This is an optimization exercise on Yosys and OpenROAD, whose aim is small area, not a production implementation.
In this exercise RTL edits were held to simulation tests only and were not proved equivalent to the original.
Power figures rest on the tool's default switching activity, not on a simulated workload.

before:
==> module buzzer, before the edit <==
module buzzer(
input clk,
input rst,
input up,
input down,
output buzzer_out
    );
    reg [1:0]  song;
    reg [11:0] tune;       
    reg        fin;        
    reg [8:0]  slot;       
    reg        match;      
    reg [8:0]  cnt;        
    reg        wave;
    function [8:0] pre_match;
        input [3:0] n;
        begin
            case (n)
            4'd0: pre_match = 9'h001;   
            4'd1: pre_match = 9'h1c4;   
            4'd3: pre_match = 9'h064;   
            4'd5: pre_match = 9'h01d;   
            4'd6: pre_match = 9'h138;   
            4'd7: pre_match = 9'h1d7;   
            4'd8: pre_match = 9'h1d2;   
            4'd9: pre_match = 9'h0bb;   
            4'd10: pre_match = 9'h014;   
            4'd11: pre_match = 9'h154;   
            4'd12: pre_match = 9'h05a;   
            4'd13: pre_match = 9'h16e;   
            4'd14: pre_match = 9'h083;   
            4'd15: pre_match = 9'h174;   
            default: pre_match = 9'h001;
            endcase
        end
    endfunction
    wire [4:0] raw;
    song_table table0(.a({song, tune[8:0]}), .q(raw));
    wire       in_song   = (tune[11:9] == 3'd0) & ~fin;
    wire       next_cont = in_song & raw[4];
    wire       slot_end  = (slot == 9'h0c4);
    wire       fin_flip  = fin & (tune[8:0] == 9'd399) & (slot == 9'h0df);
    wire       flip      = match | (slot_end & ~fin & ~next_cont) | fin_flip;
    always @(posedge clk)
    begin
        if (~rst) begin
            song <= 2'd0;
            tune <= 12'd0;
            fin  <= 1'b0;
            slot <= 9'h001;
        end
        else begin
            if (up | down) begin
                song <= up ? song - 2'd1 : song + 2'd1;
                tune <= 12'd0;
                fin  <= 1'b0;
                slot <= 9'h001;
            end
            else if (fin_flip) begin
                tune <= 12'd0;
                slot <= 9'h001;
            end
            else if (slot_end) begin
                slot <= 9'h001;
                if (tune[11]) begin
                    fin  <= 1'b1;
                    tune <= 12'd0;
                end
                else
                    tune <= tune + 12'd1;
            end
            else
                slot <= {slot[7:0], slot[8] ^ slot[4]};
        end
    end
    always @(posedge clk)
        match <= ~flip & in_song & (cnt == pre_match(raw[3:0]));
    always @(posedge clk)
    begin
        if (~rst) begin
            wave <= 1'b0;
            cnt  <= 9'h126;
        end
        else begin
            if (flip) begin
                wave <= ~wave;
                cnt  <= 9'h04d;
            end
            else
                cnt <= {cnt[7:0], cnt[8] ^ cnt[4] ^ ((cnt[7:0] == 8'd0) & cnt[8])};
        end
    end
    assign buzzer_out = wave;
endmodule
Settings: LEC_CHECK=0, CAP_MARGIN=20, CORE_MARGIN=2, CORE_UTILIZATION=40, CTS_BUF_LIST=sky130_fd_sc_hd__clkbuf_8, SLEW_MARGIN=20, SYNTH_MEMORY_MAX_BITS=65536; clock period 10.0 ns.
standard.sh (not shown) runs the stock make flow with config.mk's settings and CLKGATE_MAP_FILE= SYNTH_SCRIPT=/design/flow/synth_recipe.tcl, a recipe that flattens the netlist after the stock synthesis.
==> flow/flow/run.sh <==
#!/bin/bash
# Own layout flow: the standard ORFS flow (standard.sh), with these changes:
#  * synthesis maps logic with an area-oriented ABC script (flow/area.abc) in
#    place of ORFS's speed script, and leaves adders to ABC instead of mapping
#    them to half/full-adder cells (ADDER_MAP_FILE empty). Everything else in
#    synthesis is the standard flow's own: synth_recipe.tcl is sourced unchanged and only
#    the abc call's -script argument is redirected;
#  * ports are buffered with sky130_fd_sc_hd__buf_1;
#  * clock tree synthesis uses clkbuf_8 and inserts no dummy loads.
# The make output (all tools) goes to flow_make.log in the work folder; ORFS
# keeps each step's log under orfs/logs/.
set -euo pipefail
W=$(pwd)
export AREA_ABC_SCRIPT="$W/flow/area.abc"
{
  echo 'proc abc {args} {'
  echo '  set i [lsearch -exact $args -script]'
  echo '  if {$i >= 0} { lset args [expr {$i + 1}] $::env(AREA_ABC_SCRIPT) }'
  echo '  yosys abc {*}$args'
  echo '}'
  cat "$W/synth_recipe.tcl"
} > "$W/area_synth.tcl"
EXTRA="SYNTH_SCRIPT=$W/area_synth.tcl ADDER_MAP_FILE= BUFFER_PORTS_ARGS='-buffer_cell sky130_fd_sc_hd__buf_1'"
EXTRA="$EXTRA CTS_ARGS='-sink_clustering_enable -repair_clock_nets -buf_list sky130_fd_sc_hd__clkbuf_8 -dont_use_dummy_load'"
sed -e "s#SYNTH_SCRIPT=[^ ]*#$EXTRA#" "$W/standard.sh" > "$W/area_standard.sh"
bash "$W/area_standard.sh" > "$W/flow_make.log" 2>&1
test -f "$W/out/final.def"
==> flow/flow/area.abc <==
strash
dc2
dch -f
if -K 4 -a
mfs2
strash
dc2
dch -f
amap
mfs2
strash
dch -f
amap
topo
before finished all stages; the layout is clean.
Edits applied to the flow inputs when going from before to after:
-- flow/design.v --
<<< before, line 76
    end
    always @(posedge clk)
        match <= ~flip & in_song & (cnt == pre_match(raw[3:0]));
    always @(posedge clk)
    begin
>>> after, line 76
    end
    always @(posedge clk)
        match <= rst & ~flip & in_song & (cnt == pre_match(raw[3:0]));
    always @(posedge clk)
    begin
Per the comparison of after with before, power share of the sequential group fell 0.4 points, wire length of the first global-routing pass fell about 1.5%, cell area after layout fell 39 um2, biggest fanout along the worst timing path rose 5, sequential cell count about even.
after against before; filler-free cell count of the finished design is down slightly.
The synthesized net count reported for after is smaller than that of before by about 0.6%.
Changes observed in after relative to before: tightest hold margin stayed essentially flat; clock-pin slew of the registers on the worst-case setup and hold paths has remained practically unchanged.

[what the ideal ports hide]
No port has a modelled driver above. Below, the same layouts with a new extraction and two added sets of constraints.
Step 1 (the two cells are an assumption about what drives the block):
set clk [get_ports {clk}]
set_driving_cell -lib_cell sky130_fd_sc_hd__clkbuf_16 $clk
set_driving_cell -lib_cell sky130_fd_sc_hd__buf_2 [delete_from_list [all_inputs] $clk]
Step 2 moves the port delays by t, midway between the first and last clock arrival at a register: inputs arrive t later, outputs are due t later. That takes back most of the time a late clock gives input paths.
Slacks: ideal ports / drivers / drivers and shift; pairs: ideal ports / drivers.
| run | t (ns) | setup WS [ns] | worst hold slack (ns) | latest minus earliest clock arrival (ns) |
|---|---|---|---|---|
| before | 0.389 | 3.531 / 3.531 / 3.531 | 0.423 / 0.423 / 0.423 | 0.029 / 0.029 |
| after | 0.399 | 3.120 / 3.120 / 3.120 | 0.425 / 0.425 / 0.425 | 0.031 / 0.032 |
After both steps every run listed still meets setup and hold.
